What follows belongs to an exercise in optimizing a design on an open flow for small area; a production flow would make more cautious choices.
In this exercise RTL edits were held to simulation tests only and were not proved equivalent to the original.
The clock cells of this run come from the design's own scripts or RTL, not from TritonCTS.
The clock input has no modelled driver; a real chip could not lean on it and would need a root buffer or a full tree.
Power figures rest on the tool's default switching activity, not on a simulated workload.

`design.v`:
```
module video(input clk, reset,
             input [1:0] pixelmem_data,
             output reg [16:0] pixelmem_address,
             output reg [1:0] dacout);
reg [9:0] k;
reg [4:0] vb;
reg [10:0] kc;
reg [17:0] ac;
reg [5:0]  vc;
reg [9:0]  k_inc;
reg [16:0] a_inc;
reg [4:0]  vb_inc;
integer j;
wire vis   = ~(vb[4] | vb[3]);
wire a1i   = k[9] & (~k[8] | (~k[7] & ~k[6]));             
wire a1    = a1i | (~k[9] & kc[7]);                         
wire act   = k[9] | kc[7] | ~(k[7] | k[3] | k[2] | k[1]);   
wire hs    = ~k[9] & ((k[8] & ~k[6]) |
                      (k[6] & ~(k[5] | k[4] | k[3] | k[2])));  
wire at_end = ~k[9] & ~k[8] & kc[4];                        
wire last  = pixelmem_address[16] & pixelmem_address[13] &
             pixelmem_address[11] & pixelmem_address[10];   
wire vsync = vb[4] | vb[2] | (vb[1] & vb[0]);               
wire wrap  = vis & a1 & last;     
wire vload = at_end & vis & last;   
always @* begin
    kc[0] = 1'b1;
    for (j = 0; j < 10; j = j + 1) begin
        k_inc[j] = k[j] ^ kc[j];
        kc[j+1] = kc[j] & k[j];
    end
    ac[0] = vis & a1i;
    for (j = 0; j < 17; j = j + 1) begin
        a_inc[j] = pixelmem_address[j] ^ ac[j];
        ac[j+1] = ac[j] & pixelmem_address[j];
    end
    vc[0] = at_end & ~vis;
    for (j = 0; j < 5; j = j + 1) begin
        vb_inc[j] = vb[j] ^ vc[j];
        vc[j+1] = vc[j] & vb[j];
    end
end
always @(posedge clk) begin
    if (reset) begin
        k <= 10'd405;
        vb <= 5'd0;
        pixelmem_address <= 17'd0;
        dacout <= 2'b00;
    end else begin
        k <= k_inc | {1'b0, at_end, at_end, 4'b0, at_end, 1'b0, at_end};
        vb <= vb_inc | {1'b0, vload, 2'b00, vload};
        pixelmem_address <= a_inc & ~{wrap, 2'b00, wrap, 1'b0, wrap, wrap, 10'b0};
        dacout[1] <= vis & a1 & pixelmem_data[1];
        dacout[0] <= (vis & a1) ? pixelmem_data[0] : ~(hs | (act & vsync));
    end
end
endmodule
```
`flow/run.sh`:
```
#!/bin/bash
# Own layout flow: the standard flow (standard synthesis unchanged) with
#  - the synthesized logic re-mapped for area before the floorplan
#    (pre_floorplan.tcl, run as ORFS's PRE_FLOORPLAN_TCL hook),
#  - the smallest buffer (buf_1) on every input and output port,
#  - a few clock buffers from the clock port to the registers instead of
#    TritonCTS's H-tree (cts_single.tcl, run as the PRE_CTS_TCL hook).
# Each ORFS step writes its full log under orfs/logs; make's own output goes
# to standard_flow.log here.
set -euo pipefail
F="$(cd "$(dirname "$0")" && pwd)"
export BUFFER_PORTS_ARGS="-buffer_cell sky130_fd_sc_hd__buf_1"
export PRE_FLOORPLAN_TCL="$F/pre_floorplan.tcl"
export PRE_CTS_TCL="$F/cts_single.tcl"
export CLOCK_BUFFER_CELL="${CLOCK_BUFFER_CELL:-sky130_fd_sc_hd__buf_4}"
export CLOCK_BUFFER_COUNT="${CLOCK_BUFFER_COUNT:-3}"
bash standard.sh finish > standard_flow.log 2>&1
```
`flow/cts_single.tcl`:
```
# Replace TritonCTS's H-tree with CLOCK_BUFFER_COUNT clock buffers fed by the
# clock port, each driving one group of registers: the registers are split
# into equal groups along the axis on which they spread most, and each
# buffer is placed at its group's centroid (cts.tcl legalises it).
set block [ord::get_db_block]
set db [ord::get_db]
set clknet [$block findNet clk]
set master [$db findMaster $::env(CLOCK_BUFFER_CELL)]
set nbuf $::env(CLOCK_BUFFER_COUNT)
set sinks {}
foreach it [$clknet getITerms] {
  set bb [[$it getInst] getBBox]
  lappend sinks [list $it [expr {([$bb xMin] + [$bb xMax]) / 2}] [expr {([$bb yMin] + [$bb yMax]) / 2}]]
}
set xs [lmap s $sinks {lindex $s 1}]
set ys [lmap s $sinks {lindex $s 2}]
set dx [expr {[tcl::mathfunc::max {*}$xs] - [tcl::mathfunc::min {*}$xs]}]
set dy [expr {[tcl::mathfunc::max {*}$ys] - [tcl::mathfunc::min {*}$ys]}]
set axis [expr {$dx >= $dy ? 1 : 2}]
set sinks [lsort -integer -index $axis $sinks]
set n [llength $sinks]
for {set b 0} {$b < $nbuf} {incr b} {
  set lo [expr {$b * $n / $nbuf}]
  set hi [expr {($b + 1) * $n / $nbuf - 1}]
  set group [lrange $sinks $lo $hi]
  set buf [odb::dbInst_create $block $master clkbuf_root_$b]
  set net [odb::dbNet_create $block clknet_root_$b]
  $net setSigType CLOCK
  set sx 0; set sy 0
  foreach s $group {
    set it [lindex $s 0]
    $it disconnect
    $it connect $net
    incr sx [lindex $s 1]
    incr sy [lindex $s 2]
  }
  [$buf findITerm A] connect $clknet
  [$buf findITerm X] connect $net
  $buf setLocation [expr {$sx / [llength $group]}] [expr {$sy / [llength $group]}]
  $buf setPlacementStatus PLACED
  puts "cts_single.tcl: $::env(CLOCK_BUFFER_CELL) clkbuf_root_$b drives [llength $group] clock pins"
}
proc clock_tree_synthesis {args} {
  puts "cts_single.tcl: clock_tree_synthesis skipped (clock buffers inserted)"
}
```
`flow/filter_lib.py`:
```
#!/usr/bin/env python3
"""Copy a Liberty file without the cells whose names match any of the given
glob patterns (the platform's don't-use list), so that restructure's ABC
mapping cannot pick them."""
import fnmatch
import re
import sys

src, dst, pats = sys.argv[1], sys.argv[2], sys.argv[3:]
text = open(src).read()
out = []
pos = 0
dropped = 0
for m in re.finditer(r'\n(\s*)cell\s*\(\s*"?([A-Za-z0-9_]+)"?\s*\)\s*\{', text):
    if m.start() < pos:
        continue
    name = m.group(2)
    if not any(fnmatch.fnmatchcase(name, p) for p in pats):
        continue
    # skip to the matching closing brace
    depth = 0
    i = m.end() - 1
    while True:
        ch = text[i]
        if ch == '{':
            depth += 1
        elif ch == '}':
            depth -= 1
            if depth == 0:
                break
        i += 1
    out.append(text[pos:m.start()])
    pos = i + 1
    dropped += 1
out.append(text[pos:])
open(dst, 'w').write(''.join(out))
print(f"filter_lib.py: dropped {dropped} cells")
```
`flow/pre_floorplan.tcl`:
```
# Runs before the floorplan's timing repair (PRE_FLOORPLAN_TCL hook):
#  1. remove the buffers that synthesis's delay-oriented mapping inserted,
#  2. re-map the combinational logic for area with OpenROAD's restructure,
#  3. downsize what is left to drive strength 1.
# The floorplan's repair_timing then sizes up whatever the timing needs.
proc comb_area {} {
  set a 0
  foreach i [[ord::get_db_block] getInsts] {
    set m [$i getMaster]
    set a [expr {$a + [$m getWidth] * [$m getHeight]}]
  }
  return [expr {$a / 1e6}]
}
if {[env_var_exists_and_non_empty DONT_USE_CELLS]} {
  set_dont_use $::env(DONT_USE_CELLS)
}
puts "pre_floorplan.tcl: area after synthesis [comb_area]"
remove_buffers
puts "pre_floorplan.tcl: area after remove_buffers [comb_area]"
set rs_dir $::env(OBJECTS_DIR)/restructure
file mkdir $rs_dir
set tielo [join $::env(TIELO_CELL_AND_PORT) /]
set tiehi [join $::env(TIEHI_CELL_AND_PORT) /]
# restructure's ABC reads the Liberty file itself and ignores set_dont_use,
# so hand it a copy without the don't-use cells
set rs_lib $rs_dir/no_dont_use.lib
exec python3 [file join [file dirname [info script]] filter_lib.py] \
  [lindex $::env(LIB_FILES) 0] $rs_lib {*}$::env(DONT_USE_CELLS) >@ stdout
restructure -target area -liberty_file $rs_lib \
  -tielo_port $tielo -tiehi_port $tiehi -work_dir $rs_dir \
  -abc_logfile $::env(LOG_DIR)/restructure_abc.log
puts "pre_floorplan.tcl: area after restructure [comb_area]"
set n 0
foreach inst [get_cells *] {
  set ref [get_property $inst ref_name]
  if {[regexp {^(sky130_fd_sc_hd__([a-z0-9]+))_([0-9]+)$} $ref -> base fn drive]} {
    if {$drive <= 1 || [string match df* $fn] || [string match conb $fn]} { continue }
    set cand [get_lib_cells -quiet */${base}_1]
    if {$cand ne "" && ![get_property [lindex $cand 0] dont_use]} {
      replace_cell $inst [lindex $cand 0]
      incr n
    }
  }
}
puts "pre_floorplan.tcl: downsized $n cells, area [comb_area]"
# refuse to go on with a cell the platform marks don't-use
foreach inst [[ord::get_db_block] getInsts] {
  set name [[$inst getMaster] getName]
  foreach pat $::env(DONT_USE_CELLS) {
    if {[string match $pat $name]} { error "pre_floorplan.tcl: don't-use cell $name in the netlist" }
  }
}
```
`standard.sh`:
```
#!/bin/bash
# synth_recipe.tcl (not shown) runs the flow's synth.tcl, then flattens the netlist and writes it again
# the make line also repeats each setting of config.mk as NAME=value (left out here)
make -C /OpenROAD-flow-scripts/flow DESIGN_CONFIG=/design/flow/config.mk WORK_HOME=/design/flow/orfs CLKGATE_MAP_FILE= SYNTH_SCRIPT=/design/flow/synth_recipe.tcl "${@:-finish}"
```
`config.mk`:
```
export PLATFORM = sky130hd
export DESIGN_NAME = video
export DESIGN_NICKNAME = video
export VERILOG_FILES = /design/flow/design.v
export SDC_FILE = /design/flow/constraint.sdc
export NUM_CORES = 4
export LEC_CHECK = 0
export ABC_AREA = 1
export CAP_MARGIN = 20
export CORE_AREA = 2.76 2.72 72.22 72.08
export DIE_AREA = 0 0 75 75
export GPL_TIMING_DRIVEN = 0
export PLACE_DENSITY = 0.9
export SLEW_MARGIN = 20
```
`constraint.sdc`:
```
create_clock -name core_clock -period 5.0 [get_ports {clk}]
set_input_delay 1.0000 -clock core_clock [delete_from_list [all_inputs] [get_ports {clk}]]
set_output_delay 1.0000 -clock core_clock [all_outputs]
set_load 0.01 [all_outputs]
```
==> results.txt <==
## layer usage
metal	vias to the layer above	wire length, um	GRT usage	share of wire
met5	-	0	0	0
met1	504	1180	0.105	0.48
li1	570	-	-	-
met4	0	19	0.00992	0.0077
met2	19	1160	0.160	0.47
met3	2	104	0.00937	0.042
## layout by cell type, fill, tap and decap left out, types with 3 or more instances in the layout
cell       n
a211oi_1   5
a21oi_1    5
and2_0     8
and3_1    11
buf_1     22
buf_4      3
clkinv_1  12
dfxtp_1   34
nand2_1    8
nor2_1    27
nor3_1    17
o21a_1     4
o21ai_0    7
## metrics by stage
| step | std cells | cell area, um2 | setup slack [ns] |
|---|---|---|---|
| 5_1_grt | 240 | 1460 | 1.86 |
| 3_3_place_gp | 237 | 1440 | 2.21 |
| 4_1_cts | 240 | 1460 | 2.11 |
| 6_report | 240 | 1460 | 2.09 |
| 2_1_floorplan | 148 | 1270 | 2.46 |
| 3_5_place_dp | 237 | 1440 | 2.17 |
## state kept, by name, summed over array words and instances, names as in the netlist
register,count
dacout,2
k,10
pixelmem_address,17
vb,5
## layout make-up
type	count	area, um2
Fill cell	499	3260
Sequential cell	34	681
Multi-Input combinational cell	102	547
Tap cell	67	83.8
Timing Repair Buffer	22	82.6
Inverter	12	45.0
Buffer	3	22.5
## worst max-delay path: cells and delay by family, from the launching register on
kind               cells  cell delay (ns)
and+or+nand+nor       10             2.12
AOI/OAI and AO/OA      2             0.34
DFF                    1             0.35
## how the worst max path moves through the flow
| stage | start | end | slack, ns |
|---|---|---|---|
| global route | k[6] | pixelmem_address[16] | 1.86 |
| finish | k[7] | pixelmem_address[15] | 2.09 |
| global placement | reset | pixelmem_address[13] | 2.21 |
| floorplan | k[6] | pixelmem_address[15] | 2.46 |
| CTS | k[7] | pixelmem_address[15] | 2.11 |
| detailed placement | vb[3] | pixelmem_address[15] | 2.17 |
## report_power, final
part | internal [uW] | leakage, uW | switching [uW]
clock | 31.7 | 0.0000144 | 67.3
sequential | 274 | 0.000275 | 3.34
combinational | 3.35 | 0.000228 | 7.25
==> summary.txt <==
Timing
  – Hold WS: 0.431 ns
  – Setup TNS: 0 ns
  – Final Hold Fails: 0
  – Final period utilization: 0.581
  – Final setup viols: 0
  – Fin crit period: 2.91 ns
  – Clk_skew: 0.0114 ns
  – Slew Limit Headroom: 0.347
  – RSZ-0062 raised after global routing: false
  – Peak Freq: 0.344 GHz
  – Worst-margin pin slew: 0.979 ns
  – Final max-slew violation count: 0

Critical path
  – Worst Reg-to-Reg Cells: 12
  – Max incr delay on CP: 0.35 ns
  – Worst path required time: 5.05 ns
  – Worst EP arrival: 2.96 ns
  – Endpoint class of the critical path: flip-flop
  – Reg-to-Reg End: pixelmem_address[15]
  – Reg-to-reg startpoint: k[7]
  – Startpoint types: flip-flop
  – CP dominant cell by count: and3_1
  – CP max FO: 5
  – Setup slack, reg-to-reg: 2.09 ns
  – Worst path cell trace: o21ai_0, and3_1, and3_1, and3_1, and3_1, and3_1, and3_1, and3_1, and2_0, and3_1, nand2_1, o211a_1
  – Critical path class: reg -> reg
  – CP max stage cell: dfxtp_1

Detailed routing
  – Post-DR wirelength/cell: 10.2 um
  – Residual DRC: 0
  – Router iterations before antenna repair: 4
  – DR vias/cell: 4.56
  – Final wirelength: 2460 um
  – Via count: 1095
  – Antenna-violating nets left: 0
  – 1st-iter DRT viols: 41

Floorplanning
  – Initial Util: 0.269
  – Chip width: 75 um
  – Die height: 75 um
  – Die area: 0.00563 mm2
  – Io pins: 23
  – Std cell rows: 25
  – Core ar.: 0.00472 mm2

Global route
  – Grt ovf: 0
  – Vias in the first global route: 986
  – Global Route Usage Sum: 0.0843
  – Antenna violations before repair: 0
  – Largest net degree at the start of global routing: 22
  – First-pass GRT wire length: 3990 um

Final layout
  – Layout area overhead: 14.8%
  – NumNets Final: 179
  – Fin util: 0.309
  – Layout cells sized above 1: 0.0173
  – N_diodes: 0

Synth
  – Syn Nets: 152
  – Yosys Warn Count: 1
  – Synth Instances: 148
  – Avg Synthesized Cell Area: 8.60 um2
  – Mapped cell area: 0.00127 mm2

Placement
  – RePlAce Congestion: 0.772
  – Post-DP HPWL: 1850 um
  – Port-buffer cells: 22

Power
  – Pwr Total: 387 uW
  – Leakage power: 0.000518 uW
  – Worst ir drop on vdd: 0.0000714 V
  – Pwr Density: 265 mW/mm2

Worst hold path
  – Worst hold start: k[0]
  – Hold Crit Class: reg -> reg
  – Hold Path Sink: k[0]
  – Cell depth of the worst hold path: 1

Job
  – Maximum capacitance violations: 0

Clock tree
  – Post-CTS Setup Bufs: 0
  – Cts hold-fix bufs: 0
  – Clock-pin slew on the worst setup and hold paths: 0.11 ns
  – Worst skew pair latency: 0.15 ns
  – Post_cts resized: 0

Run status
  – Status: no timing/DRC/antenna violations

-- separate check: timing with driven ports --
The flow's constraints put no driver on any port. The routed layout listed below was extracted and timed again, unchanged, in two steps.
Step 1: set_driving_cell puts a clkbuf_16 on clk and a buf_2 on each other input, an assumption about the parent block.
Step 2 also shifts input and output timing later by t, the mid clock arrival at the registers, as if the neighbouring blocks saw the same clock.
a / b / c = ideal / step 1 / step 2; a / b = the first two.
t, ns: 0.177
setup slack, ns: 2.093 / 2.093 / 2.093
hold slack, ns: 0.431 / 0.431 / 0.431
slew at the worst register clock pin (ns): 0.11 / 0.11
After both steps this run still meets setup and hold. The setup slack of this run moves by 0.000 ns with the drivers and by 0.000 ns with both steps.
